This design comes from an exercise in tuning for small area, a short achievable clock period and few clock cycles per item on the open sky130 flow, not from production work.
The RTL was checked by simulation tests, not by an equivalence proof against the original design.
Power and IR drop assume default switching activity.

## flow/design.v (module list and top-level ports; edited modules follow where they fit)
// module vproc_mul_block: 55 lines
// module vector_mul_simple: 4555 lines
// module mul_pp: 3 lines
// module mul_ppn: 3 lines
// module mul_fa: 4 lines
// module mul_aoi: 3 lines
// module mul_oai: 3 lines
// module mul_nand: 3 lines
// module mul_nor: 3 lines
// module mul_inv: 3 lines
// module mul_ha: 4 lines
module vector_mul_simple (
    input  logic               clk_i,
    input  logic               rst_ni,
    input  logic               in_valid_i,
    input  logic signed [31:0] in_a_i,
    input  logic signed [31:0] in_b_i,
    output logic               out_valid_o,
    output logic signed [63:0] out_result_o
);
  // ...
==> flow/flow/run.sh <==
#!/bin/bash
# Layout flow: the standard ORFS flow (standard.sh, unchanged synthesis), except that the
# buffers placed on the input and output ports are sky130_fd_sc_hd__buf_2 instead of the
# resizer's default pick (clkdlybuf4s50_1, which is twice the area and slow).
set -euo pipefail
export BUFFER_PORTS_ARGS="-buffer_cell sky130_fd_sc_hd__buf_2"
bash standard.sh > standard.log 2>&1
==> flow/standard.sh <==
#!/bin/bash
# synth_recipe.tcl (not shown) runs the flow's synth.tcl, then flattens the netlist and writes it again
# the make line also repeats each setting of config.mk as NAME=value (left out here)
make -C /OpenROAD-flow-scripts/flow DESIGN_CONFIG=/design/flow/config.mk WORK_HOME=/design/flow/orfs CLKGATE_MAP_FILE= SYNTH_SCRIPT=/design/flow/synth_recipe.tcl "${@:-finish}"
==> flow/config.mk <==
export PLATFORM = sky130hd
export DESIGN_NAME = vector_mul_simple
export DESIGN_NICKNAME = vector_mul_simple
export VERILOG_FILES = /design/flow/design.v
export SDC_FILE = /design/flow/constraint.sdc
export NUM_CORES = 4
export LEC_CHECK = 0
export CAP_MARGIN = 20
export CORE_MARGIN = 2
export CORE_UTILIZATION = 55
export SLEW_MARGIN = 20
export SYNTH_HIERARCHICAL = 1
export SYNTH_MINIMUM_KEEP_SIZE = 0
==> flow/constraint.sdc <==
create_clock -name core_clock -period 8.0 [get_ports {clk_i}]
set_input_delay 1.6000 -clock core_clock [delete_from_list [all_inputs] [get_ports {clk_i}]]
set_output_delay 1.6000 -clock core_clock [all_outputs]
set_load 0.01 [all_outputs]
==> metrics.md, run 1 <==
| Metric | Value |
|---|---|
| Outcome | `finished clean` |
| Met1 Usage GRT | `0.4655` |
| Top layer used by detailed routing | `met4` |
| Die height | `about 260 um` |
| Pwr Total | `roughly 18 mW` |
| Routed vias | `around 24,000` |
| # IOs | `132` |
| Final min period | `around 2.9 ns` |
| Reg2Reg Launch Point | `m1876` |
| Depth of the CTS H-tree | `2` |
| Met1 WL | `roughly 45,000 um` |
| Total wire length | `between 100,000 and 150,000 um` |
| Layout clock area frac | `0.05667` |
| Yosys warns | `7` |
| Initial DRC count | `between 3,000 and 4,000` |
| Seq area share | `0.3036` |
| I/O Buffers | `~130` |
| Final nets | `about 3,600` |
| Plain + repair buffers | `between 150 and 200` |
| Hold Vio Cnt, Final | `0` |
| Combinational family with the most area after synthesis | `adder cells` |
| Compound-cell area share of the yosys netlist | `0.1392` |
| Place WS | `about 5.0 ns` |
| Min Hold Slack | `0.3229 ns` |
| Crit-path leading delay family | `compound AO/OA/AOI/OAI gates` |
| DR WL met3 | `12,830 um` |
| Sequential cell count | `between 500 and 600` |
Testbench counts, summed over its fixed seeds: cycles 16,024, items 16,000.
==> run 2: changes to the inputs <==
--- a/flow/config.mk
+++ b/flow/config.mk
@@ -9,4 +9,5 @@
 export CORE_MARGIN = 2
 export CORE_UTILIZATION = 55
+export SETUP_SLACK_MARGIN = 5
 export SLEW_MARGIN = 20
 export SYNTH_HIERARCHICAL = 1
==> run 2 against run 1 <==
Compared with the run above: final cell count about the same; global-route usage unchanged; routed wire length about the same; sequential share of layout area about the same; sequential power about the same; register-to-register slack better by 0.15 ns; total power about the same; still clean; via count down 0.12%.
==> metrics.md, run 2 <==
| Metric | Value |
|---|---|
| Outcome | `finished clean` |
| Post-synthesis async set-or-reset flop share | `0.007105` |
| Commonest non-fill, non-tap cell in the layout | `xnor2_1` |
| Routed Antenna Nets | `0` |
| Clock-pin slew on the worst setup and hold paths | `0.06 ns` |
| Place WS | `5.042 ns (unchanged)` |
| Sequential share of the synthesized area | `0.3248` |
| Routability cong. | `around 0.95` |
| Most numerous cell in the Yosys netlist | `dfxtp_1` |
| Utilization after layout | `0.5956` |
| # IOs | `132 (unchanged)` |
| Die width | `between 200 and 300 um` |
| CP cell instances | `buf_2` |
| Hold-fix buffers at CTS | `0` |
| Share of cells above drive strength 1 | `0.1457` |
| Fin crit share | `0.3500` |
| Mapped Cells | `approximately 2,800` |
| Depth of the CTS H-tree | `2 (unchanged)` |
| Yosys warns | `7 (unchanged)` |
| Starting Density | `0.5542` |
| Die area | `about 65,000 um^2` |
| TritonRoute pass-1 iters | `6` |
| # fillers | `5,254` |
| Startpoint types | `flop` |
| R2R setup slack | `between 5 and 6 ns` |
| Pins Over Slew Limit | `0` |
| Top cells by area, synth | `dfxtp_1, fa_1, xnor2_1` |
| Worst Reg-to-Reg Cells | `5` |
| CTS max path bufs | `3` |
| Core footprint | `about 63,000 um^2` |
| Most flops, register | `res_q` |
| Total grt overflow | `0` |
| Crit path max-delay cell type | `dfxtp_1` |
| RSZ-0062 raised after global routing | `false` |
| Post-synth EDFFs | `0` |
| Crit end category | `output port` |
| Final setup fails | `0` |
| Initial DRC count | `3,330 (+4.1%)` |
| Row count | `between 90 and 100` |
| Drt via density | `approximately 6.2` |
| Tightest Hold Check Type | `flop to flop` |
| Max FFs per register | `64` |
| Syn_area_per_cell | `roughly 12 um^2` |
| Slew margin rel. | `0.3274` |
| Tightest Pin Transition | `between 1 and 1.5 ns` |
| Most frequent cells in the layout | `xnor2_1, o22ai_1, dfxtp_1, fa_1, ha_1` |
| Vias in the first global route | `approximately 25,000` |
| Initial antenna violation count | `5` |
| Crit path max fanout | `1` |
| Placed inst area | `~35,000 um^2` |
| Worst setup margin | `5.200 ns` |
| Maximum vdd drop | `roughly 0.34 mV` |
| Layout area overhead | `7.464%` |
| Largest net degree at the start of global routing | `35` |
| Final min period | `2.800 ns (-0.1119 ns)` |
| Fmax | `around 360 MHz` |
| CTS buffer count | `61` |
| Leakage | `14.23 nW` |
| Cell variety after synth | `22` |
| WP data arrival | `~1.2 ns` |
| Clock Latency Late Sink | `about 0.65 ns` |
| Final nets | `3,626 (unchanged)` |
| GRT Total Usage | `0.3261` |
| Total wire length | `107,000 um (about the same)` |
| Critical Path Stages | `1` |
| Reg area | `around 11,000 um^2` |
| Hold path depth | `0` |
| Crit-path leading delay family | `flip-flops` |
| Worst Skew | `0.02969 ns` |
| CP max stage delay | `just under 0.4 ns` |
| Flops & latches, synth | `563` |
| Regs by FF count | `res_q: 64 flops, b_q: 32 flops` |
| Clk root buf | `clkbuf_16` |
| First-pass GRT wire length | `~160,000 um` |
| Multi-input gate area | `21,570 um^2` |
| Synth top area share | `0.3219` |
| Num Clock Sinks | `roughly 560` |
| Critical path data required time | `6.40 ns` |
| Final instance area | `between 30,000 and 40,000 um^2` |
| HPWL after detailed placement | `76,230 um` |
| Routed vias | `24,115 (-0.12%)` |
| Leading area contributor after synthesis | `dfxtp_1` |
| Maxcap violations | `0` |
| Setup bufs post-CTS | `0` |
| Most instantiated cells after synthesis | `dfxtp_1, xnor2_1, o22ai_1` |
| Setup_tns | `0 ns` |
| Synth Cell Area | `between 30,000 and 40,000 um^2` |
| I/O Buffers | `131 (unchanged)` |
| Drt drc | `0` |
| Setup CP Type | `flop to output port` |
| PD cells | `478.8 nW/um^2` |
| Die height | `255.4 um (unchanged)` |
| CTS tree | `yes` |
| Hold Vio Cnt, Final | `0 (unchanged)` |
| WP buf/inv | `1` |
| Synth Flop Type | `dfxtp_1` |
| Wire per inst | `27.71 um` |
## run 2: cell counts after synthesis
Identical to the previous run, type by type.
## run 2: final cells by class
type                       instances  area share
multi-input combinational       2100      0.5774
sequential                       563      0.3036
antenna                            1  0.00006698
inverter                          49    0.004923
clock buffer                      89     0.04769
tap                              846     0.02833
clock inverter                    24    0.008975
timing repair buffer             188     0.02900
## run 2: modules after synthesis (local to each module, per instance), a selection
module,cell area [um^2],copies in the design,cells,flip-flops and latches
mul_nor,3.754,53,1,0
mul_aoi,8.758,111,1,0
mul_fa,20.02,451,1,0
mul_ppn,8.758,16,1,0
mul_inv,3.754,17,1,0
mul_oai,5.005,70,1,0
## run 2: per-layer routing
| metal | share of wire | vias up | wire length, um | GRT usage |
|---|---|---|---|---|
| met5 | 0 | - | 0 | 0 |
| met3 | 0.12 | 312 | 12740 | 0.09692 |
| met1 | 0.42 | 11972 | 45420 | 0.4655 |
| met2 | 0.41 | 1667 | 44080 | 0.4647 |
| li1 | - | 10164 | - | - |
| met4 | 0.044 | 0 | 4723 | 0.1296 |
## run 2: cell families (layout without fill, tap and decap cells)
logic type / after synthesis / in the layout / synth area share
AOI/OAI and AO/OA: 740 / 740 / 0.1392
DFF: 563 / 563 / 0.3248
and+or+nand+nor: 173 / 173 / 0.02242
xor gates and xnor gates: 575 / 575 / 0.1451
other: 1 / 17 / 0.0001079
adders and majority gates: 596 / 596 / 0.3119
buffers and inverters: 177 / 350 / 0.05654
## run 2: worst paths after layout
path | endpoint | start
worst max-delay path | out_result_o[22] | res_q[22]
worst min-delay path | m1995 | m1466
worst max register to register | m1355 | neg[2]
worst min register to register | m1995 | m1466
max in group asynchronous | v4_q | rst_ni
min in group asynchronous | v2_q | rst_ni
## run 2: per-stage QoR
step / instances / power (mW) / hold WS, ns
2_1_floorplan: 2840 / 10.39 / 0.3096
6_report: 3860 / 17.89 / 0.3224
3_5_place_dp: 3746 / 14.80 / 0.3121
5_1_grt: 3859 / 19.06 / 0.3296
4_1_cts: 3859 / 17.78 / 0.3257
3_3_place_gp: 3746 / 14.64 / 0.3121
## run 2: timing repair
| action | 4_1_cts | 5_1_grt |
|---|---|---|
| gates resized for setup | 0 | 3 |
| setup endpoints to repair | 0 | 3 |
| hold endpoints to repair | 0 | 0 |
## run 2: power breakdown
| part | total (mW) | switching, mW | internal [mW] |
|---|---|---|---|
| Sequential | 4.80 | 0.624 | 4.18 |
| Clock | 2.93 | 1.19 | 1.74 |
| Combinational | 10.2 | 6.10 | 4.06 |
| Total | 17.9 | 7.91 | 9.97 |
==> run 3: changes to the inputs <==
==> flow/flow/run.sh (replaced) <==
#!/bin/bash
# Layout flow: the standard ORFS flow (standard.sh, unchanged synthesis), except that
#  - the buffers placed on the input and output ports are sky130_fd_sc_hd__buf_2 instead of the
#    resizer's default pick (clkdlybuf4s50_1, twice the area and slow), and
set -euo pipefail
export BUFFER_PORTS_ARGS="-buffer_cell sky130_fd_sc_hd__buf_2"
export SETUP_SLACK_MARGIN=5.5
bash standard.sh > standard.log 2>&1
--- a/flow/config.mk
+++ b/flow/config.mk
@@ -9,5 +9,4 @@
 export CORE_MARGIN = 2
 export CORE_UTILIZATION = 55
-export SETUP_SLACK_MARGIN = 5
 export SLEW_MARGIN = 20
 export SYNTH_HIERARCHICAL = 1
==> run 3 against run 2 <==
Compared with the run above: non-clock buffer count increased by 13; core utilization up 0.80 points; hold slack hardly changed; largest cell class unchanged; setup slack gained 0.056 ns; register-to-register slack better by 0.24 ns; clock skew shrank 0.0010 ns; first-iteration DRC count rose by 2.2%.
==> metrics.md, run 3 <==
| Metric | Value |
|---|---|
| Setup CP Type | `flop to output port` |
| Crit path max fanout | `1 (unchanged)` |
| Final min period | `2.744 ns (-0.05573 ns)` |
| Flops & latches, synth | `563 (unchanged)` |
| Fin crit share | `0.3430 (-0.006966)` |
| Drt via density | `6.283 (+0.57%)` |
| Hold Vio Cnt, Final | `0 (unchanged)` |
| Most flops, register | `res_q` |
| Initial antenna violation count | `6 (+1)` |
| Combinational fraction of design power | `0.571 (+0.003)` |
| Most instantiated cells after synthesis | `dfxtp_1, xnor2_1, o22ai_1` |
| Leading area contributor after synthesis | `dfxtp_1` |
| # IOs | `132 (unchanged)` |
| Clock-pin slew on the worst setup and hold paths | `0.06 ns (about the same)` |
| WP data arrival | `1.14 ns (-0.06 ns)` |
| Top cells by area, synth | `dfxtp_1, fa_1, xnor2_1` |
| Cell variety after synth | `22 (unchanged)` |
| Die height | `255.4 um (unchanged)` |
| Startpoint types | `flop` |
| Hold-fix buffers at CTS | `0 (unchanged)` |
| Wire per inst | `27.86 um (+0.55%)` |
| Clock share of power | `0.162 (-0.002)` |
| Post-synth EDFFs | `0 (unchanged)` |
| RSZ-0062 raised after global routing | `true` |
| Initial DRC count | `3,404 (+2.2%)` |
| Num Clock Sinks | `563 (unchanged)` |
| First-pass GRT wire length | `159,700 um (+0.34%)` |
| Regs by FF count | `res_q: 64 flops, b_q: 32 flops` |
| Total wire length | `107,900 um (+0.89%)` |
| WP buf/inv | `1 (unchanged)` |
| Routed Antenna Nets | `0 (unchanged)` |
| Die width | `255.4 um (unchanged)` |
| Layout area overhead | `8.907%` |
| PD cells | `477.7 nW/um^2 (-0.23%)` |
| Utilization after layout | `0.6036 (+0.007998)` |
| Register share of total power | `0.267 (about the same)` |
| Clock Latency Late Sink | `0.65 ns (about the same)` |
| Synth Cell Area | `34,770 um^2 (unchanged)` |
| Max FFs per register | `64 (unchanged)` |
| Synth top area share | `0.3219 (unchanged)` |
| Post-synthesis async set-or-reset flop share | `0.007105 (unchanged)` |
| Pint | `10.10 mW (+1.3%)` |
| GRT Total Usage | `0.3275 (+0.001448)` |
| Starting Density | `0.5542 (unchanged)` |
| Crit-path leading delay family | `flip-flops` |
| Worst setup margin | `5.256 ns (+0.05573 ns)` |
| Tightest Hold Check Type | `flop to flop` |
| TritonRoute pass-1 iters | `6 (unchanged)` |
| Synth Flop Type | `dfxtp_1` |
| Crit path max-delay cell type | `dfrtp_1` |
| HPWL after detailed placement | `76,230 um (unchanged)` |
| Outcome | `finished clean` |
| Final nets | `3,639 (+0.36%)` |
| Die area | `65,240 um^2 (unchanged)` |
| Slew margin rel. | `0.3288 (+0.001465)` |
| DR WL met3 | `13,410 um (+5.3%)` |
| Routability cong. | `0.9472 (unchanged)` |
| Met1 WL | `45,130 um (-0.65%)` |
| Crit end category | `output port` |
| Sequential share of the synthesized area | `0.3248 (unchanged)` |
| Yosys warns | `7 (unchanged)` |
| Mapped Cells | `2,825 (unchanged)` |
| CTS max path bufs | `3 (unchanged)` |
| Pins Over Slew Limit | `0 (unchanged)` |
| Vias in the first global route | `24,814 (+0.21%)` |
| Setup_tns | `0 ns (unchanged)` |
| Leakage | `14.43 nW (+1.4%)` |
| Depth of the CTS H-tree | `2 (unchanged)` |
| Top layer used by detailed routing | `met5` |
| CP max stage delay | `0.36 ns (-0.03 ns)` |
| Share of cells above drive strength 1 | `0.1642 (+0.01854)` |
| Fmax | `364.4 MHz (+2.0%)` |
| Min Hold Slack | `0.3226 ns (+0.0001230 ns)` |
| CTS buffer count | `61 (unchanged)` |
| I/O Buffers | `131 (unchanged)` |
| Most numerous cell in the Yosys netlist | `dfxtp_1` |
| Placed Cells | `3,746 (unchanged)` |
| Worst Skew | `0.02868 ns (-0.001009 ns)` |
| Clk root buf | `clkbuf_16` |
| Tightest Pin Transition | `1.007 ns (-0.002198 ns)` |
| Core footprint | `62,740 um^2 (unchanged)` |
| Row count | `92 (unchanged)` |
| Syn_area_per_cell | `12.31 um^2 (unchanged)` |
| CP cell instances | `buf_2` |
| Maxcap violations | `0 (unchanged)` |
| Drt drc | `0 (unchanged)` |
| Switching share of total power | `0.4416 (-0.0007740)` |
| Routed vias | `24,334 (+0.91%)` |
| Total grt overflow | `0 (unchanged)` |
| Net switching power | `7.986 mW (+0.93%)` |
| Place WS | `5.042 ns (unchanged)` |
| Maximum vdd drop | `0.3319 mV (-1.8%)` |
| Critical path data required time | `6.40 ns (about the same)` |
| Largest net degree at the start of global routing | `35 (unchanged)` |
| Final setup fails | `0 (unchanged)` |
| Commonest non-fill, non-tap cell in the layout | `xnor2_1` |
| Most frequent cells in the layout | `xnor2_1, o22ai_1, dfxtp_1, fa_1, ha_1` |
| CTS tree | `yes` |
| WL met2 | `44,640 um (+1.3%)` |
| Finished Layout Cells | `3,873 (+0.34%)` |
## run 3: changes by cell type in the layout (fill, tap and decap cells not counted), sizes merged
cell / previous run / this run
clkbuf: 89 / 94
buf: 188 / 196
## run 3: final cells by class
class,instances,area [um^2]
diodes,1,2.502
repair buffers,201,1425
fillers,5197,24870
well taps,846,1059
inverters,49,183.9
multi-input cells,2100,21690
clock inverters,24,335.3
flip-flops and latches,563,11380
clock buffers,89,1782
## run 3: kinds of logic (layout without fill, tap and decap cells)
logic type,after synthesis,in the layout,synth area share
AND/OR/NAND/NOR,173,173,0.02242
adder cells (fa/ha/maj),596,596,0.3119
AO/OA/AOI/OAI,740,740,0.1392
flip-flops,563,563,0.3248
XOR/XNOR,575,575,0.1451
buffers and inverters,177,363,0.05654
other,1,17,0.0001079
## run 3: worst paths after layout
check	depth (start not counted)	from	end	slack (ns)
setup / recovery	1	v4_q	out_valid_o	5.26
hold / removal	0	m1466	m1995	0.32
setup reg to reg	5	neg[4]	m1376	5.48
hold reg to reg	0	m1466	m1995	0.32
max in group asynchronous	1	rst_ni	v4_q	7.14
min in group asynchronous	1	rst_ni	v2_q	0.74
## run 3: per-layer routing
| metal | GRT usage | up-vias |
|---|---|---|
| li1 | - | 10221 |
| met1 | 0.4642 | 12073 |
| met2 | 0.4675 | 1723 |
| met3 | 0.1009 | 315 |
| met4 | 0.1310 | 2 |
| met5 | 0 | - |
## run 3: power by group through the flow
stage               sequential (mW)  combinational, mW  clock [mW]
CTS                            4.83               10.1        2.99
global placement               4.83               9.81           0
detailed placement             4.86               9.94           0
global route                   4.93               11.2        3.10
floorplan                      4.77               5.62           0
finish                         4.82               10.3        2.93
## run 3: stage by stage
stage / instance area (um^2) / power (mW)
3_3_place_gp: 35230 / 14.64
4_1_cts: 37570 / 17.88
5_1_grt: 37860 / 19.24
3_5_place_dp: 35230 / 14.80
2_1_floorplan: 34820 / 10.39
6_report: 37860 / 18.09
## run 3: timing repair
item                                    in CTS  in global routing
endpoints found under the setup margin     237                126
gates resized for setup                     58                 44
hold endpoints to repair                     0                  0
setup buffers                                1                 12
## run 3: per-module statistics from Yosys, one instance, submodules excluded, a selection
module             flip-flops and latches  cells
mul_fa                                  0      1
mul_nand                                0      1
mul_aoi                                 0      1
vector_mul_simple                     563   1375
mul_nor                                 0      1
mul_inv                                 0      1
mul_pp                                  0      1
mul_oai                                 0      1
==> run 4: changes to the inputs <==
--- a/flow/flow/run.sh
+++ b/flow/flow/run.sh
@@ -5,4 +5,4 @@
 set -euo pipefail
 export BUFFER_PORTS_ARGS="-buffer_cell sky130_fd_sc_hd__buf_2"
-export SETUP_SLACK_MARGIN=5.5
+export SETUP_SLACK_MARGIN=5.3
 bash standard.sh > standard.log 2>&1
==> run 4 against run 3 <==
Compared with the run above: count of clock-buffer cells in the layout unchanged; flip-flop and latch count unchanged; sequential share of layout area increased by 0.22 points; via count shrank 0.53%; first-iteration DRC count decreased by 5.2%; hold slack hardly changed; final cell count decreased by 0.31%; clock power is essentially flat; register-to-register slack got worse by 0.13 ns; final area down 0.81%; fmax hardly changed; core utilization is 0.49 points lower; largest power group unchanged.
==> metrics.md, run 4 <==
| Metric | Value |
|---|---|
| Outcome | `finished clean` |
| Share of cells above drive strength 1 | `0.1540 (-0.01024)` |
| Tightest Pin Transition | `1.016 ns (+0.009036 ns)` |
| Initial antenna violation count | `5 (-1)` |
| Synth top area share | `0.3219 (unchanged)` |
| Pins Over Slew Limit | `0 (unchanged)` |
| Clock Latency Late Sink | `0.65 ns (about the same)` |
| R2R setup slack | `5.35 ns (-0.13 ns)` |
| Leakage | `14.29 nW (-0.96%)` |
| I/O Buffers | `131 (unchanged)` |
| Final setup fails | `0 (unchanged)` |
| Vias in the first global route | `24,791 (-0.093%)` |
| Final min period | `2.744 ns (-0.00009000 ns)` |
| CP cell instances | `buf_2` |
| Wire per inst | `27.80 um (-0.23%)` |
| Commonest non-fill, non-tap cell in the layout | `xnor2_1` |
| Crit path max fanout | `1 (unchanged)` |
| PD cells | `478.7 nW/um^2 (+0.22%)` |
| Die area | `65,240 um^2 (unchanged)` |
| Largest net degree at the start of global routing | `35 (unchanged)` |
| RSZ-0062 raised after global routing | `true` |
| Worst setup margin | `5.256 ns (+0.00009000 ns)` |
| Drt drc | `0 (unchanged)` |
| Yosys warns | `7 (unchanged)` |
| Clock-pin slew on the worst setup and hold paths | `0.06 ns (about the same)` |
| Pwr Total | `17.98 mW (-0.60%)` |
| Most flops, register | `res_q` |
| Slew margin rel. | `0.3228 (-0.006025)` |
| Critical Path Stages | `1 (unchanged)` |
| Worst Skew | `0.02931 ns (+0.0006215 ns)` |
| CTS tree | `yes` |
| Fin crit share | `0.3430 (about the same)` |
| Core footprint | `62,740 um^2 (unchanged)` |
| Setup_tns | `0 ns (unchanged)` |
| Critical path data required time | `6.40 ns (about the same)` |
| # IOs | `132 (unchanged)` |
| Syn_area_per_cell | `12.31 um^2 (unchanged)` |
| Crit-path leading delay family | `flip-flops` |
| CTS max path bufs | `3 (unchanged)` |
| Critical Path Start | `v4_q` |
| Row count | `92 (unchanged)` |
| Setup CP Type | `flop to output port` |
| Startpoint types | `flop` |
| Synth Flop Type | `dfxtp_1` |
| Reg2Reg Launch Point | `neg[6]` |
| Post-synthesis async set-or-reset flop share | `0.007105 (unchanged)` |
| Most frequent cells in the layout | `xnor2_1, o22ai_1, dfxtp_1, fa_1, ha_1` |
| Starting Density | `0.5542 (unchanged)` |
| Total grt overflow | `0 (unchanged)` |
| WP buf/inv | `1 (unchanged)` |
| R2r endpoint | `m1406` |
| Top cells by area, synth | `dfxtp_1, fa_1, xnor2_1` |
| GRT Total Usage | `0.3264 (-0.001122)` |
| CP max stage delay | `0.36 ns (about the same)` |
| Tightest Hold Check Type | `flop to flop` |
| Die height | `255.4 um (unchanged)` |
| Synth Cell Area | `34,770 um^2 (unchanged)` |
| Most instantiated cells after synthesis | `dfxtp_1, xnor2_1, o22ai_1` |
| Drt via density | `6.269 (-0.22%)` |
| Cell variety after synth | `22 (unchanged)` |
| Hold path depth | `0 (unchanged)` |
| Maxcap violations | `0 (unchanged)` |
| Initial DRC count | `3,227 (-5.2%)` |
| Die width | `255.4 um (unchanged)` |
| First-pass GRT wire length | `159,300 um (-0.25%)` |
| CTS buffer count | `61 (unchanged)` |
| Clk root buf | `clkbuf_16` |
| Hold Vio Cnt, Final | `0 (unchanged)` |
| Post-synth EDFFs | `0 (unchanged)` |
| Fmax | `364.4 MHz (about the same)` |
| Layout area overhead | `8.025%` |
| Total wire length | `107,300 um (-0.53%)` |
| Num Clock Sinks | `563 (unchanged)` |
| Crit end category | `output port` |
| Flops & latches, synth | `563 (unchanged)` |
| Leading area contributor after synthesis | `dfxtp_1` |
| Crit path max-delay cell type | `dfrtp_1` |
| Place WS | `5.042 ns (unchanged)` |
| Routed Antenna Nets | `0 (unchanged)` |
| Most numerous cell in the Yosys netlist | `dfxtp_1` |
| Max FFs per register | `64 (unchanged)` |
| Worst Reg-to-Reg Cells | `5 (unchanged)` |
| TritonRoute pass-1 iters | `6 (unchanged)` |
| Utilization after layout | `0.5987 (-0.004886)` |
| Mapped Cells | `2,825 (unchanged)` |
| HPWL after detailed placement | `76,230 um (unchanged)` |
| WP data arrival | `1.14 ns (about the same)` |
| Depth of the CTS H-tree | `2 (unchanged)` |
| Final nets | `3,626 (-0.36%)` |
| Routed vias | `24,206 (-0.53%)` |
| Maximum vdd drop | `0.3399 mV (+2.4%)` |
| Sequential share of the synthesized area | `0.3248 (unchanged)` |
| Regs by FF count | `res_q: 64 flops, b_q: 32 flops` |
| Routability cong. | `0.9472 (unchanged)` |
| Crit path to | `out_valid_o` |
==> run 4: worst min path at each step <==
stage | start | slack (ns) | endpoint
floorplan | m1179 | 0.31 | m1876
global placement | m1180 | 0.31 | m1877
detailed placement | m1180 | 0.31 | m1877
CTS | m1180 | 0.33 | m1877
global route | m1466 | 0.33 | m1995
finish | m1466 | 0.32 | m1995
==> run 4: metal layers <==
layer / routed length, um / up-vias / GRT usage
met5: 0 / - / 0
li1: - / 10189 / -
met4: 4820 / 0 / 0.1294
met1: 45280 / 11962 / 0.4639
met3: 13050 / 326 / 0.09851
met2: 44180 / 1729 / 0.4666
==> run 4: layout make-up <==
cell class | count | area (um^2)
Timing Repair Buffer | 188 | 1230
Sequential cell | 563 | 11370
Clock buffer | 89 | 1782
Clock inverter | 24 | 335.3
Multi-Input combinational cell | 2100 | 21590
Antenna cell | 2 | 5.005
Fill cell | 5225 | 25180
Tap cell | 846 | 1059
Inverter | 49 | 183.9
==> run 4: repair_timing <==
action | 4_1_cts | 5_1_grt
setup endpoints to repair | 62 | 53
resized for setup | 38 | 22
cloned | 0 | 0
hold buffers | 0 | 0
buffers inserted | 0 | 0
pin swaps | 0 | 0
endpoints found under the hold margin | 0 | 0
==> run 4: power breakdown <==
group / internal [mW] / switching, mW
combinational: 4.12 / 6.10
clock: 1.74 / 1.19
sequential: 4.19 / 0.637
==> run 4: stage by stage <==
step	instance area [um^2]	hold WS (ns)	std cells
2_1_floorplan	34820	0.3096	2840
3_3_place_gp	35230	0.3121	3746
3_5_place_dp	35230	0.3121	3746
4_1_cts	37470	0.3257	3859
5_1_grt	37550	0.3296	3859
6_report	37560	0.3223	3861
==> run 4: per-module statistics from Yosys (local to each module, per instance) <==
module             times used  cell area [um^2]
vector_mul_simple           1             18810
mul_fa                    451             20.02
mul_ha                    130             12.51
mul_aoi                   111             8.758
mul_ppn                    16             8.758
mul_pp                    528             6.256
mul_oai                    70             5.005
mul_inv                    17             3.754
mul_nand                   74             3.754
mul_nor                    53             3.754
==> run 4: logic make-up (layout without fill, tap and decap cells) <==
logic type	Yosys count	count (layout)	share of synthesized area
compound gates	740	740	0.1392
fa+ha+maj	596	596	0.3119
xor+xnor	575	575	0.1451
buf+inv	177	350	0.05654
flops	563	563	0.3248
simple gates	173	173	0.02242
other cells	1	18	0.0001079
==> run 5: changes to the inputs <==
--- a/flow/config.mk
+++ b/flow/config.mk
@@ -9,4 +9,7 @@
 export CORE_MARGIN = 2
 export CORE_UTILIZATION = 55
+export CTS_BUF_LIST = sky130_fd_sc_hd__clkbuf_16 sky130_fd_sc_hd__clkbuf_8
+export CTS_CLUSTER_DIAMETER = 80
+export CTS_CLUSTER_SIZE = 30
 export SLEW_MARGIN = 20
 export SYNTH_HIERARCHICAL = 1
==> run 5 against run 4 <==
Compared with the run above: setup slack worse by 0.041 ns; flip-flop and latch count stayed put; total power decreased by 5.3%; routed wire length shrank 0.69%; register-to-register slack improved by 0.03 ns; fmax down 1.5%; die area unchanged; critical path type unchanged; largest cell class unchanged; highest routed layer unchanged.
==> metrics.md, run 5 <==
| Metric | Value |
|---|---|
| Post-synth EDFFs | `0 (unchanged)` |
| Startpoint types | `flop` |
| Total wire length | `106,600 um (-0.69%)` |
| Multi-input gate area | `21,600 um^2 (about the same)` |
| Tightest Hold Check Type | `flop to flop` |
| Clock-pin slew on the worst setup and hold paths | `0.11 ns (+0.05 ns)` |
| Final setup fails | `0 (unchanged)` |
| HP Start | `m1186` |
| R2R setup slack | `5.38 ns (+0.03 ns)` |
| Utilization after layout | `0.5838 (-0.01482)` |
| Hold path depth | `0 (unchanged)` |
| Final nets | `3,596 (-0.83%)` |
| Pint | `9.156 mW (-8.9%)` |
| TritonRoute pass-1 iters | `6 (unchanged)` |
| Cell variety after synth | `22 (unchanged)` |
| Reg area | `11,370 um^2 (about the same)` |
| Post-synthesis async set-or-reset flop share | `0.007105 (unchanged)` |
| Combinational fraction of design power | `0.601 (+0.032)` |
| Yosys warns | `7 (unchanged)` |
| Routability cong. | `0.9472 (unchanged)` |
| Synth Flop Type | `dfxtp_1` |
| Setup_tns | `0 ns (unchanged)` |
| Synth Area in Adders | `0.3119 (unchanged)` |
| CP cell instances | `buf_2` |
| Register share of total power | `0.283 (+0.014)` |
| Hold endpoint | `m1882` |
| Total grt overflow | `0 (unchanged)` |
| # fillers | `5,314 (+1.7%)` |
| Hold Vio Cnt, Final | `0 (unchanged)` |
| Synth top area share | `0.3219 (unchanged)` |
| Crit-path leading delay family | `flip-flops` |
| Combinational family with the most area after synthesis | `adder cells` |
| Placed Cells | `3,746 (unchanged)` |
| Simple-gate area share of the yosys netlist | `0.02242 (unchanged)` |
| CTS max path bufs | `3 (unchanged)` |
| WP data arrival | `1.18 ns (+0.04 ns)` |
| Worst Reg-to-Reg Cells | `5 (unchanged)` |
| Tightest Pin Transition | `1.000 ns (-0.01541 ns)` |
| Row count | `92 (unchanged)` |
| Pwr Total | `17.02 mW (-5.3%)` |
| Wire per inst | `28.02 um (+0.79%)` |
| Most instantiated cells after synthesis | `dfxtp_1, xnor2_1, o22ai_1` |
| Synth Area in XOR/XNOR | `0.1451 (unchanged)` |
| Die height | `255.4 um (unchanged)` |
| Largest net degree at the start of global routing | `35 (unchanged)` |
| Initial antenna violation count | `6 (+1)` |
| Outcome | `finished clean` |
| First-pass GRT wire length | `158,400 um (-0.58%)` |
| Critical path data required time | `6.40 ns (about the same)` |
| Drt via density | `6.295 (+0.41%)` |
| Num Clock Sinks | `563 (unchanged)` |
| Sequential share of the synthesized area | `0.3248 (unchanged)` |
| Net switching power | `7.862 mW (-0.80%)` |
| Share of cells above drive strength 1 | `0.1424 (-0.01158)` |
| Drt drc | `0 (unchanged)` |
| Fmax | `359.1 MHz (-1.5%)` |
| I/O Buffers | `131 (unchanged)` |
| Fin crit share | `0.3481 (+0.005094)` |
| CP max stage delay | `0.38 ns (+0.02 ns)` |
| CTS buffer count | `31 (-49%)` |
| Routed vias | `23,946 (-1.1%)` |
| Most frequent cells in the layout | `xnor2_1, o22ai_1, dfxtp_1, fa_1, ha_1` |
| Synth Cell Area | `34,770 um^2 (unchanged)` |
| Leading area contributor after synthesis | `dfxtp_1` |
| R2r endpoint | `m1362` |
| CTS tree | `yes` |
| Setup bufs post-CTS | `0 (unchanged)` |
| Core footprint | `62,740 um^2 (unchanged)` |
| Worst Skew | `0.03696 ns (+0.007654 ns)` |
| Crit path max fanout | `1 (unchanged)` |
| Clk root buf | `clkbuf_16` |
| Initial DRC count | `2,947 (-8.7%)` |
| WP buf/inv | `1 (unchanged)` |
| Crit end category | `output port` |
| Maximum vdd drop | `0.3195 mV (-6.0%)` |
| Commonest non-fill, non-tap cell in the layout | `xnor2_1` |
| Layout area overhead | `5.351%` |
| Syn_area_per_cell | `12.31 um^2 (unchanged)` |
| Depth of the CTS H-tree | `1 (-1)` |
| Leakage | `13.84 nW (-3.1%)` |
| Switching share of total power | `0.4620 (+0.02116)` |
| Final min period | `2.785 ns (+0.04075 ns)` |
| GRT Total Usage | `0.3240 (-0.002455)` |
| Most numerous cell in the Yosys netlist | `dfxtp_1` |
| Pins Over Slew Limit | `0 (unchanged)` |
| Vias in the first global route | `24,419 (-1.5%)` |
| Max FFs per register | `64 (unchanged)` |
| Compound-cell area share of the yosys netlist | `0.1392 (unchanged)` |
| Maxcap violations | `0 (unchanged)` |
| Most flops, register | `res_q` |
| Clock Latency Late Sink | `0.67 ns (+0.02 ns)` |
| Mapped Cells | `2,825 (unchanged)` |
| # IOs | `132 (unchanged)` |
| Setup CP Type | `flop to output port` |
| PD cells | `464.6 nW/um^2 (-2.9%)` |
| Regs by FF count | `res_q: 64 flops, b_q: 32 flops` |
| Die width | `255.4 um (unchanged)` |
| RSZ-0062 raised after global routing | `true` |
| HPWL after detailed placement | `76,230 um (unchanged)` |
| Slew margin rel. | `0.3331 (+0.01027)` |
| Finished Layout Cells | `3,804 (-1.5%)` |
| Reg2Reg Launch Point | `neg[2]` |
| Starting Density | `0.5542 (unchanged)` |
| Crit path max-delay cell type | `dfrtp_1` |
| Die area | `65,240 um^2 (unchanged)` |
| Top cells by area, synth | `dfxtp_1, fa_1, xnor2_1` |
| Routed Antenna Nets | `0 (unchanged)` |
| Proportion of synthesized area in mux cells | `0 (unchanged)` |
| Clock share of power | `0.116 (-0.047)` |
| Flops & latches, synth | `563 (unchanged)` |
## run 5: cell counts after synthesis
Identical to the previous run, type by type.
## run 5: Yosys stat by module, one instance, submodules excluded
module,flops+latches,cells inside
mul_aoi,0,1
mul_fa,0,1
mul_ha,0,1
mul_inv,0,1
mul_nand,0,1
mul_nor,0,1
mul_oai,0,1
mul_pp,0,1
mul_ppn,0,1
vector_mul_simple,563,1375
## run 5: power by group through the flow
| stage | combinational, mW | clock (mW) | sequential [mW] |
|---|---|---|---|
| 6_report | 10.2 | 1.98 | 4.82 |
| 5_1_grt | 11.2 | 2.12 | 4.93 |
| 4_1_cts | 10.0 | 2.03 | 4.82 |
| 3_5_place_dp | 9.94 | 0 | 4.86 |
| 3_3_place_gp | 9.81 | 0 | 4.83 |
| 2_1_floorplan | 5.62 | 0 | 4.77 |
## run 5: final cells by class
class	instances	share of cell area
diodes	2	0.0001366
multi-input cells	2100	0.5896
repair buffers	188	0.03385
well taps	846	0.02890
inverters	49	0.005022
flip-flops and latches	563	0.3105
clock buffers	31	0.02118
clock inverters	25	0.01083
## run 5: timing repair
action / 4_1_cts / 5_1_grt
hold buffers: 0 / 0
setup endpoints to repair: 99 / 83
resized for setup: 38 / 26
## run 5: per-layer routing
metal	part of all wire	GRT usage	up-vias
li1	-	-	10089
met1	0.42	0.4631	11879
met2	0.41	0.4651	1671
met3	0.12	0.09127	307
met4	0.045	0.1279	0
met5	0	0	-
## run 5: worst max-delay path by stage
stage           from          end  slack [ns]  depth (start not counted)
2_1_floorplan  m1310        m1937        5.78                          4
3_3_place_gp   m1876    res_q[49]        5.03                          9
3_5_place_dp   m1876    res_q[49]        5.04                          9
4_1_cts         v4_q  out_valid_o        5.18                          1
5_1_grt         v4_q  out_valid_o        5.17                          1
6_report        v4_q  out_valid_o        5.22                          1
## run 5: logic make-up (layout without fill, tap and decap cells)
group / Yosys count / after routing
compound gates: 740 / 740
fa+ha+maj: 596 / 596
xor+xnor: 575 / 575
flops: 563 / 563
buf+inv: 177 / 293
simple gates: 173 / 173
other cells: 1 / 18
## run 5: metrics by stage
step / cell area [um^2] / worst slack (ns) / hold WS [ns]
2_1_floorplan: 34820 / 5.776 / 0.3096
3_3_place_gp: 35230 / 5.028 / 0.3121
3_5_place_dp: 35230 / 5.042 / 0.3121
4_1_cts: 36530 / 5.179 / 0.3241
5_1_grt: 36620 / 5.174 / 0.3288
6_report: 36630 / 5.215 / 0.3230
==> run 6: changes to the inputs <==
==> flow/flow/run.sh (replaced) <==
#!/bin/bash
# Layout flow: the standard ORFS flow (standard.sh, unchanged synthesis), except that
#  - the buffers placed on the input and output ports are sky130_fd_sc_hd__buf_2 instead of the
#    resizer's default pick (clkdlybuf4s50_1, twice the area and slow),
#  - flow/downsize.tcl, run when the synthesized netlist is loaded into OpenROAD, starts the
#    a21oi cells that abc sized _2 at _1 (the resizer upsizes those that timing needs).
set -euo pipefail
export BUFFER_PORTS_ARGS="-buffer_cell sky130_fd_sc_hd__buf_2"
export SETUP_SLACK_MARGIN=5.3
export POST_SYNTH_TCL="$PWD/flow/downsize.tcl"
bash standard.sh > standard.log 2>&1
==> flow/flow/downsize.tcl (new file) <==
# Sourced by ORFS's synth_odb step (POST_SYNTH_TCL) with the synthesized netlist loaded:
# abc maps the prefix adder's AOI cells to a21oi_2; start them at a21oi_1 and let the
# resizer upsize the ones that timing needs.
set db [ord::get_db]
set small [$db findMaster sky130_fd_sc_hd__a21oi_1]
set n 0
foreach inst [[ord::get_db_block] getInsts] {
  if {[[$inst getMaster] getName] eq "sky130_fd_sc_hd__a21oi_2"} {
    $inst swapMaster $small
    incr n
  }
}
puts "downsize.tcl: a21oi_2 -> a21oi_1 on $n instances"
--- a/flow/config.mk
+++ b/flow/config.mk
@@ -8,5 +8,5 @@
 export CAP_MARGIN = 20
 export CORE_MARGIN = 2
-export CORE_UTILIZATION = 55
+export CORE_UTILIZATION = 65
 export CTS_BUF_LIST = sky130_fd_sc_hd__clkbuf_16 sky130_fd_sc_hd__clkbuf_8
 export CTS_CLUSTER_DIAMETER = 80
==> run 6 against run 5 <==
Compared with the run above: still clean on timing, DRC and antenna; critical path depth did not move; clock power is 2% lower; die area shrank 16%; clock skew fell by 0.0089 ns; sequential power about the same; highest routed layer is now met5.
==> metrics.md, run 6 <==
| Metric | Value |
|---|---|
| CTS max path bufs | `3 (unchanged)` |
| Routed Antenna Nets | `0 (unchanged)` |
| Hold Vio Cnt, Final | `0 (unchanged)` |
| Die height | `233.9 um (-8.4%)` |
| Fmax | `365.3 MHz (+1.7%)` |
| Worst Skew | `0.02809 ns (-0.008869 ns)` |
| Placed Cells | `3,592 (-4.1%)` |
| Slew margin rel. | `0.3452 (+0.01210)` |
| Max FFs per register | `64 (unchanged)` |
| Final min period | `2.738 ns (-0.04716 ns)` |
| CP cell instances | `buf_6` |
| CTS tree | `yes` |
| Fin crit share | `0.3422 (-0.005895)` |
| Die width | `233.9 um (-8.4%)` |
| Most frequent cells in the layout | `xnor2_1, o22ai_1, dfxtp_1, fa_1, ha_1` |
| Critical path data required time | `6.40 ns (about the same)` |
| Mapped Cells | `2,825 (unchanged)` |
| Yosys warns | `7 (unchanged)` |
| First-pass GRT wire length | `154,200 um (-2.7%)` |
| Multi-input gate area | `21,190 um^2 (-1.9%)` |
| Drt via density | `6.681 (+6.1%)` |
| Crit-path leading delay family | `flip-flops` |
| Final setup fails | `0 (unchanged)` |
| Crit end category | `output port` |
| Leakage | `13.82 nW (-0.15%)` |
| I/O Buffers | `131 (unchanged)` |
| Row count | `84 (-8.7%)` |
| Vias in the first global route | `24,736 (+1.3%)` |
| Placed inst area | `34,630 um^2 (-1.7%)` |
| RSZ-0062 raised after global routing | `true` |
| HPWL after detailed placement | `74,540 um (-2.2%)` |
| Setup bufs post-CTS | `0 (unchanged)` |
| Syn_area_per_cell | `12.16 um^2 (-1.2%)` |
| WP buf/inv | `1 (unchanged)` |
| Initial DRC count | `3,484 (+18%)` |
| Synth Cell Area | `34,350 um^2 (-1.2%)` |
| PD cells | `465.8 nW/um^2 (+0.24%)` |
| Crit path max-delay cell type | `dfxtp_4` |
| Initial antenna violation count | `9 (+3)` |
| Setup CP Type | `flop to output port` |
| HP Start | `m1469` |
| Core footprint | `52,450 um^2 (-16%)` |
| Clock Latency Late Sink | `0.65 ns (-0.02 ns)` |
| R2r endpoint | `res_q[53]` |
| Wire per inst | `28.44 um (+1.5%)` |
| Clock-pin slew on the worst setup and hold paths | `0.11 ns (about the same)` |
| Register share of total power | `0.288 (+0.005)` |
| Pins Over Slew Limit | `0 (unchanged)` |
| Clk root buf | `clkbuf_16` |
| CP max stage delay | `0.38 ns (about the same)` |
| Maximum vdd drop | `0.6891 mV (+120%)` |
| Total wire length | `103,700 um (-2.7%)` |
| Crit path max fanout | `1 (unchanged)` |
| Outcome | `finished clean` |
| Depth of the CTS H-tree | `1 (unchanged)` |
| Hold path depth | `0 (unchanged)` |
| GRT Total Usage | `0.3829 (+0.05897)` |
| Startpoint types | `flop` |
| Finished Layout Cells | `3,648 (-4.1%)` |
| Worst Reg-to-Reg Cells | `9 (+4)` |
| Net switching power | `7.769 mW (-1.2%)` |
| Routed vias | `24,371 (+1.8%)` |
| Final nets | `3,600 (+0.11%)` |
| Cts repair resizes | `41 (+7.9%)` |
| Routability cong. | `0.9541 (+0.73%)` |
| Maxcap violations | `0 (unchanged)` |
| Most flops, register | `res_q` |
| Combinational fraction of design power | `0.597 (-0.004)` |
| TritonRoute pass-1 iters | `8 (+2)` |
| Total grt overflow | `0 (unchanged)` |
| Reg area | `11,390 um^2 (+0.15%)` |
| Commonest non-fill, non-tap cell in the layout | `xnor2_1` |
| Tightest Pin Transition | `0.9822 ns (-0.01814 ns)` |
| Share of cells above drive strength 1 | `0.1048 (-0.03766)` |
| Hold endpoint | `m1998` |
| Layout area overhead | `5.048%` |
| # IOs | `132 (unchanged)` |
| WP data arrival | `1.14 ns (-0.04 ns)` |
| CTS buffer count | `31 (unchanged)` |
| R2R setup slack | `5.30 ns (-0.08 ns)` |
| Num Clock Sinks | `563 (unchanged)` |
| # fillers | `3,915 (-26%)` |
| Setup_tns | `0 ns (unchanged)` |
| Hold-fix buffers at CTS | `0 (unchanged)` |
| Largest net degree at the start of global routing | `35 (unchanged)` |
| Starting Density | `0.6550 (+0.1008)` |
| Final instance area | `36,080 um^2 (-1.5%)` |
| Regs by FF count | `res_q: 64 flops, b_q: 32 flops` |
| Die area | `54,700 um^2 (-16%)` |
| Clock share of power | `0.115 (about the same)` |
| Pint | `9.038 mW (-1.3%)` |
| Tightest Hold Check Type | `flop to flop` |
| Switching share of total power | `0.4623 (about the same)` |
| Reg2Reg Launch Point | `m1911` |
| Drt drc | `0 (unchanged)` |
## run 6: power groups by stage
stage | sequential (mW) | clock, mW | combinational [mW]
floorplan | 4.77 | 0 | 5.25
global placement | 4.83 | 0 | 9.35
detailed placement | 4.87 | 0 | 9.52
CTS | 4.82 | 1.97 | 9.62
global route | 4.95 | 2.06 | 10.8
finish | 4.84 | 1.94 | 10.0
## run 6: metrics by stage
stage	util	hold WS (ns)	setup slack [ns]	power, mW
finish	0.6880	0.3379	5.262	16.81
global route	0.6880	0.3428	5.205	17.80
CTS	0.6845	0.3385	5.228	16.41
detailed placement	0.6603	0.3128	4.971	14.39
global placement	0.6603	0.3130	4.937	14.17
floorplan	-	0.3096	5.776	10.02
## run 6: worst max-delay path by stage
stage | from | cells past startpoint | to | slack, ns
after global routing | v4_q | 1 | out_valid_o | 5.20
after global placement | m1915 | 9 | res_q[55] | 4.94
after floorplan | m1310 | 4 | m1937 | 5.78
after detailed placement | m1915 | 9 | res_q[55] | 4.97
final | res_q[24] | 1 | out_result_o[24] | 5.26
after CTS | v4_q | 1 | out_valid_o | 5.23
## run 6: area by class of cell
cell class	instances	area share
clock buffers	32	0.02188
repair buffers	192	0.03630
flip-flops and latches	563	0.3156
inverters	49	0.005097
clock inverters	23	0.009847
diodes	1	0.00006935
well taps	688	0.02386
multi-input cells	2100	0.5873
## run 6: layer usage
metal | vias to the layer above | part of all wire | GRT usage
li1 | 10078 | - | -
met1 | 11960 | 0.38 | 0.5223
met2 | 1952 | 0.42 | 0.5570
met3 | 377 | 0.14 | 0.1367
met4 | 4 | 0.050 | 0.1586
met5 | - | 0.00063 | 0
==> run 7: changes to the inputs <==
--- a/flow/config.mk
+++ b/flow/config.mk
@@ -8,5 +8,5 @@
 export CAP_MARGIN = 20
 export CORE_MARGIN = 2
-export CORE_UTILIZATION = 65
+export CORE_UTILIZATION = 55
 export CTS_BUF_LIST = sky130_fd_sc_hd__clkbuf_16 sky130_fd_sc_hd__clkbuf_8
 export CTS_CLUSTER_DIAMETER = 80
==> run 7 against run 6 <==
Compared with the run above: final area rose by 0.18%; highest routed layer unchanged; sequential power hardly changed; largest power group unchanged; largest cell class unchanged; still clean on timing, DRC and antenna; synthesized area is the same; flip-flop and latch count unchanged; critical path type unchanged; first-iteration DRC count down 5.9%.
==> metrics.md, run 7 <==
| Metric | Value |
|---|---|
| Outcome | `finished clean` |
| Leakage | `13.77 nW (-0.41%)` |
| Hold path depth | `0 (unchanged)` |
| Share of cells above drive strength 1 | `0.1080 (+0.003224)` |
| Total grt overflow | `0 (unchanged)` |
| Commonest non-fill, non-tap cell in the layout | `xnor2_1` |
| Max FFs per register | `64 (unchanged)` |
| Final nets | `3,592 (-0.22%)` |
| Starting Density | `0.5566 (-0.09835)` |
| # fillers | `5,236 (+34%)` |
| Mapped Cells | `2,825 (unchanged)` |
| Utilization after layout | `0.5858 (-0.1023)` |
| Num Clock Sinks | `563 (unchanged)` |
| Slew margin rel. | `0.3300 (-0.01519)` |
| Wire per inst | `28.39 um (-0.17%)` |
| Maxcap violations | `0 (unchanged)` |
| Setup CP Type | `flop to output port` |
| Crit path max fanout | `1 (unchanged)` |
| Final setup fails | `0 (unchanged)` |
| TritonRoute pass-1 iters | `6 (-2)` |
| Vias in the first global route | `24,486 (-1.0%)` |
| Syn_area_per_cell | `12.16 um^2 (unchanged)` |
| Worst Skew | `0.02760 ns (-0.0004916 ns)` |
| Regs by FF count | `res_q: 64 flops, b_q: 32 flops` |
| Multi-input gate area | `21,220 um^2 (+0.14%)` |
| Routability cong. | `1.021 (+7.0%)` |
| Depth of the CTS H-tree | `2 (+1)` |
| GRT Total Usage | `0.3388 (-0.04408)` |
| Reg2Reg Launch Point | `b_q[27]` |
| Yosys warns | `7 (unchanged)` |
| CTS buffer count | `34 (+9.7%)` |
| Row count | `91 (+8.3%)` |
| Clock-pin slew on the worst setup and hold paths | `0.10 ns (about the same)` |
| # IOs | `132 (unchanged)` |
| PD cells | `469.1 nW/um^2 (+0.72%)` |
| Clock Latency Late Sink | `0.60 ns (-0.05 ns)` |
| Worst Reg-to-Reg Cells | `4 (-5)` |
| Tightest Hold Check Type | `flop to flop` |
| CP cell instances | `buf_2` |
| Maximum vdd drop | `0.3936 mV (-43%)` |
| Clk root buf | `clkbuf_16` |
| Routed Antenna Nets | `0 (unchanged)` |
| Startpoint types | `flop` |
| Crit path max-delay cell type | `dfrtp_1` |
| WP buf/inv | `1 (unchanged)` |
| Crit-path leading delay family | `flip-flops` |
| Hold-fix buffers at CTS | `0 (unchanged)` |
| Layout area overhead | `5.234%` |
| Setup bufs post-CTS | `0 (unchanged)` |
| Die width | `253.9 um (+8.6%)` |
| Critical path data required time | `6.40 ns (about the same)` |
| RSZ-0062 raised after global routing | `true` |
| Drt drc | `0 (unchanged)` |
| First-pass GRT wire length | `159,600 um (+3.5%)` |
| Die area | `64,470 um^2 (+18%)` |
| Total wire length | `107,700 um (+3.8%)` |
| Hold endpoint | `m1885` |
| Reg area | `11,370 um^2 (-0.17%)` |
| Largest net degree at the start of global routing | `35 (unchanged)` |
| Hold Vio Cnt, Final | `0 (unchanged)` |
| CTS max path bufs | `3 (unchanged)` |
| R2r endpoint | `m1362` |
| Fmax | `373.4 MHz (+2.2%)` |
| I/O Buffers | `131 (unchanged)` |
| Synth Cell Area | `34,350 um^2 (unchanged)` |
| Most flops, register | `res_q` |
| Setup_tns | `0 ns (unchanged)` |
| Most frequent cells in the layout | `xnor2_1, o22ai_1, dfxtp_1, fa_1, ha_1` |
| Initial DRC count | `3,278 (-5.9%)` |
| Die height | `253.9 um (+8.6%)` |
| R2R setup slack | `5.33 ns (+0.03 ns)` |
| HPWL after detailed placement | `77,290 um (+3.7%)` |
| Pins Over Slew Limit | `0 (unchanged)` |
| Routed vias | `23,877 (-2.0%)` |
| Core footprint | `61,710 um^2 (+18%)` |
| CP max stage delay | `0.37 ns (about the same)` |
| CTS tree | `yes` |
| Tightest Pin Transition | `1.005 ns (+0.02278 ns)` |
| Crit end category | `output port` |
| WP data arrival | `1.08 ns (-0.06 ns)` |
| Drt via density | `6.295 (-5.8%)` |
| Initial antenna violation count | `7 (-2)` |
| HP Start | `m1189` |
| Final min period | `2.678 ns (-0.05988 ns)` |
| Fin crit share | `0.3347 (-0.007485)` |
[run 7: routing by layer]
metal / part of all wire / vias to the layer above / track usage
met5: 0.00048 / - / 0
met4: 0.045 / 4 / 0.1385
met3: 0.12 / 300 / 0.1085
met2: 0.42 / 1728 / 0.4850
met1: 0.41 / 11742 / 0.4745
li1: - / 10103 / -
[run 7: per-stage QoR]
stage	hold WS [ns]	cell area, um^2	total power, mW	setup slack [ns]	instances
floorplan	0.3096	34410	10.02	5.776	2840
global placement	0.3104	34760	14.59	4.998	3730
detailed placement	0.3136	34760	14.64	4.994	3730
CTS	0.3403	36040	16.76	5.284	3791
global route	0.3430	36140	18.11	5.269	3791
finish	0.3392	36150	16.96	5.322	3793
[run 7: area by class of cell]
class	count	share of cell area
Multi-Input combinational cell	2100	0.5871
Sequential cell	563	0.3146
Timing Repair Buffer	181	0.03053
Tap cell	837	0.02897
Clock buffer	37	0.02561
Clock inverter	24	0.008030
Inverter	49	0.005088
Antenna cell	2	0.0001385
[run 7: how the worst max path moves through the flow]
stage / startpoint / to / slack, ns / cells past startpoint
2_1_floorplan: m1310 / m1937 / 5.78 / 4
5_1_grt: v4_q / out_valid_o / 5.27 / 1
6_report: v4_q / out_valid_o / 5.32 / 1
4_1_cts: v4_q / out_valid_o / 5.28 / 1
3_3_place_gp: m1883 / res_q[55] / 5.00 / 9
3_5_place_dp: m1883 / res_q[55] / 4.99 / 9
[run 7: where the power goes]
part           switching, mW  leakage [nW]  internal (mW)  total, mW
clock                   1.11         0.599          0.937       2.04
sequential             0.670          4.75           4.18       4.85
combinational           6.07          8.42           3.99       10.1
[run 7: timing repair]
action	CTS	global route
endpoints found under the setup margin	18	50
hold endpoints to repair	0	0
resized for setup	20	30
==> run 8: changes to the inputs <==
==> flow/flow/run.sh (replaced) <==
#!/bin/bash
# Layout flow: the standard ORFS flow (standard.sh, unchanged synthesis), except that
#  - the buffers placed on the input and output ports are sky130_fd_sc_hd__buf_1 instead of the
#    resizer's default pick (clkdlybuf4s50_1, nearly three times the area and slow),
#  - flow/downsize.tcl, run when the synthesized netlist is loaded into OpenROAD, starts the
#    a21oi cells that abc sized _2 at _1 (the resizer upsizes those that timing needs).
set -euo pipefail
export BUFFER_PORTS_ARGS="-buffer_cell sky130_fd_sc_hd__buf_1"
export SETUP_SLACK_MARGIN=5.3
export POST_SYNTH_TCL="$PWD/flow/downsize.tcl"
bash standard.sh > standard.log 2>&1
==> run 8 against run 7 <==
Compared with the run above: count of clock-buffer cells in the layout decreased by 1; sequential share of layout area increased by 0.22 points; clock power decreased by 2%; hold slack got worse by 0.0019 ns; non-clock buffer count decreased by 1; final area decreased by 0.68%; flip-flop and latch count unchanged; combinational power about the same; synthesized area unchanged; die area unchanged; fmax decreased by 0.30%; critical endpoint unchanged.
==> metrics.md, run 8 <==
| Metric | Value |
|---|---|
| Crit path max fanout | `1 (unchanged)` |
| Syn_area_per_cell | `12.16 um^2 (unchanged)` |
| WP buf/inv | `1 (unchanged)` |
| CP cell instances | `clkbuf_2` |
| Die height | `253.9 um (unchanged)` |
| Drt drc | `0 (unchanged)` |
| Total grt overflow | `0 (unchanged)` |
| Setup CP Type | `flop to output port` |
| Synth Cell Area | `34,350 um^2 (unchanged)` |
| CTS max path bufs | `3 (unchanged)` |
| First-pass GRT wire length | `159,900 um (+0.20%)` |
| Final nets | `3,591 (-0.028%)` |
| # IOs | `132 (unchanged)` |
| Clock Latency Late Sink | `0.60 ns (about the same)` |
| Pwr Total | `16.83 mW (-0.75%)` |
| CTS buffer count | `34 (unchanged)` |
| Depth of the CTS H-tree | `2 (unchanged)` |
| Clock-pin slew on the worst setup and hold paths | `0.11 ns (about the same)` |
| Critical path data required time | `6.40 ns (about the same)` |
| Startpoint types | `flop` |
| Starting Density | `0.5566 (unchanged)` |
| Final setup fails | `0 (unchanged)` |
| Routed Antenna Nets | `0 (unchanged)` |
| Final instance area | `35,900 um^2 (-0.68%)` |
| Tightest Pin Transition | `1.097 ns (+0.09198 ns)` |
| Crit path max-delay cell type | `dfrtp_1` |
| Num Clock Sinks | `563 (unchanged)` |
| Fin crit share | `0.3357 (+0.0009925)` |
| Leakage | `13.48 nW (-2.0%)` |
| Placed inst area | `34,580 um^2 (-0.53%)` |
| Crit end category | `output port` |
| Wire per inst | `28.55 um (+0.57%)` |
| Hold Vio Cnt, Final | `0 (unchanged)` |
| Pins Over Slew Limit | `0 (unchanged)` |
| PD cells | `468.8 nW/um^2 (about the same)` |
| Largest net degree at the start of global routing | `35 (unchanged)` |
| WP data arrival | `1.09 ns (about the same)` |
| Mapped Cells | `2,825 (unchanged)` |
| Vias in the first global route | `24,643 (+0.64%)` |
| Outcome | `finished clean` |
| Row count | `91 (unchanged)` |
| Yosys warns | `7 (unchanged)` |
| TritonRoute pass-1 iters | `6 (unchanged)` |
| CTS tree | `yes` |
| Most frequent cells in the layout | `xnor2_1, o22ai_1, dfxtp_1, fa_1, ha_1` |
| Share of cells above drive strength 1 | `0.07463 (-0.03336)` |
| RSZ-0062 raised after global routing | `true` |
| Final min period | `2.686 ns (+0.007940 ns)` |
| Die area | `64,470 um^2 (unchanged)` |
| Die width | `253.9 um (unchanged)` |
| CP max stage delay | `0.37 ns (about the same)` |
| Initial DRC count | `3,256 (-0.67%)` |
| Layout area overhead | `4.520%` |
| Slew margin rel. | `0.2687 (-0.06132)` |
| Crit-path leading delay family | `flip-flops` |
| Initial antenna violation count | `8 (+1)` |
| Drt via density | `6.363 (+1.1%)` |
| # diodes | `0 (-2)` |
| I/O Buffers | `131 (unchanged)` |
| Commonest non-fill, non-tap cell in the layout | `xnor2_1` |
| Total wire length | `108,100 um (+0.36%)` |
| GRT Total Usage | `0.3402 (+0.001374)` |
| Max FFs per register | `64 (unchanged)` |
| Tightest Hold Check Type | `flop to flop` |
| Regs by FF count | `res_q: 64 flops, b_q: 32 flops` |
| Maximum vdd drop | `0.7872 mV (+100%)` |
| Routability cong. | `0.9323 (-8.7%)` |
| HPWL after detailed placement | `76,770 um (-0.66%)` |
| Core footprint | `61,710 um^2 (unchanged)` |
| Setup_tns | `0 ns (unchanged)` |
| Maxcap violations | `0 (unchanged)` |
| Worst Skew | `0.03230 ns (+0.004698 ns)` |
| Routed vias | `24,084 (+0.87%)` |
| Fmax | `372.3 MHz (-0.30%)` |
| Clk root buf | `clkbuf_16` |
| Most flops, register | `res_q` |
run 8: worst reg2reg max path, cell delays in order (launching register included):
cell	delay (ns)
dfxtp_2	0.95
xnor2_1	0.27
o22ai_1	0.29
fa_1	0.51
fa_1	0.53
run 8: path summary, 6_finish.rpt:
kind | startpoint | end | slack [ns] | depth (start not counted)
worst min-delay path | m1183 | m1880 | 0.34 | 0
worst max-delay path | v4_q | out_valid_o | 5.31 | 1
worst min register to register | m1183 | m1880 | 0.34 | 0
worst max register to register | b_q[11] | m1317 | 5.32 | 4
min in group asynchronous | rst_ni | v1_q | 0.80 | 1
max in group asynchronous | rst_ni | v3_q | 7.02 | 1
run 8: layout make-up:
cell class / instances / area [um^2]
sequential: 563 / 11370
fill: 5347 / 25810
tap: 837 / 1047
clock buffer: 36 / 889.6
clock inverter: 20 / 271.5
timing repair buffer: 180 / 943.4
inverter: 49 / 183.9
multi-input combinational: 2100 / 21190
run 8: power by group:
| part | internal (mW) | switching (mW) |
|---|---|---|
| logic | 3.92 | 6.04 |
| registers | 4.18 | 0.695 |
| clock network | 0.924 | 1.07 |
run 8: stage by stage:
step                      cells  utilization  setup slack, ns  hold slack [ns]
after floorplan            2840            -            5.776           0.3096
after global placement     3727       0.5603            5.123           0.3108
after detailed placement   3727       0.5603            5.073           0.3138
final                      3785       0.5818            5.314           0.3374
after global routing       3785       0.5818            5.248           0.3450
after CTS                  3783       0.5800            5.276           0.3393
run 8: what timing repair did:
item,4_1_cts,5_1_grt
buffers inserted,0,2
gates resized for setup,36,44
hold buffers,0,0
setup endpoints to repair,77,63
run 8: routing by layer:
metal / GRT usage / vias to the layer above / part of all wire / wire, um
met1: 0.4679 / 11915 / 0.41 / 43800
met4: 0.1405 / 0 / 0.047 / 5087
met3: 0.1094 / 307 / 0.13 / 13830
met2: 0.4962 / 1771 / 0.42 / 45350
li1: - / 10091 / - / -
met5: 0 / - / 0 / 0

-- afterwards: timing with drivers on the ports --
The flow's constraints put no driver on any port. The routed layouts listed below were extracted and timed again, unchanged, in two steps. Step 1: set_driving_cell puts a clkbuf_16 on clk_i and a buf_2 on each other input, an assumption about the parent block. Step 2 moves the port delays by t, midway between the first and last clock arrival at a register: inputs arrive t later, outputs are due t later. That takes back most of the time a late clock gives input paths. Slacks: no drivers / after step 1 / after step 2; pairs: no drivers / after step 1.
run | shift t [ns] | slack for setup (ns) | cell pins on the clock port's net
run 1 | 0.699 | 5.088 / 5.088 / 5.088 | 1
run 2 | 0.697 | 5.200 / 5.135 / 5.242 | 1
run 3 | 0.697 | 5.256 / 5.192 / 5.485 | 1
run 4 | 0.697 | 5.256 / 5.192 / 5.353 | 1
run 5 | 0.715 | 5.215 / 5.152 / 5.377 | 1
run 6 | 0.700 | 5.262 / 5.199 / 5.298 | 1
run 7 | 0.647 | 5.322 / 5.260 / 5.334 | 1
run 8 | 0.648 | 5.314 / 5.249 / 5.324 | 1
After both steps setup and hold are still met in every run listed.
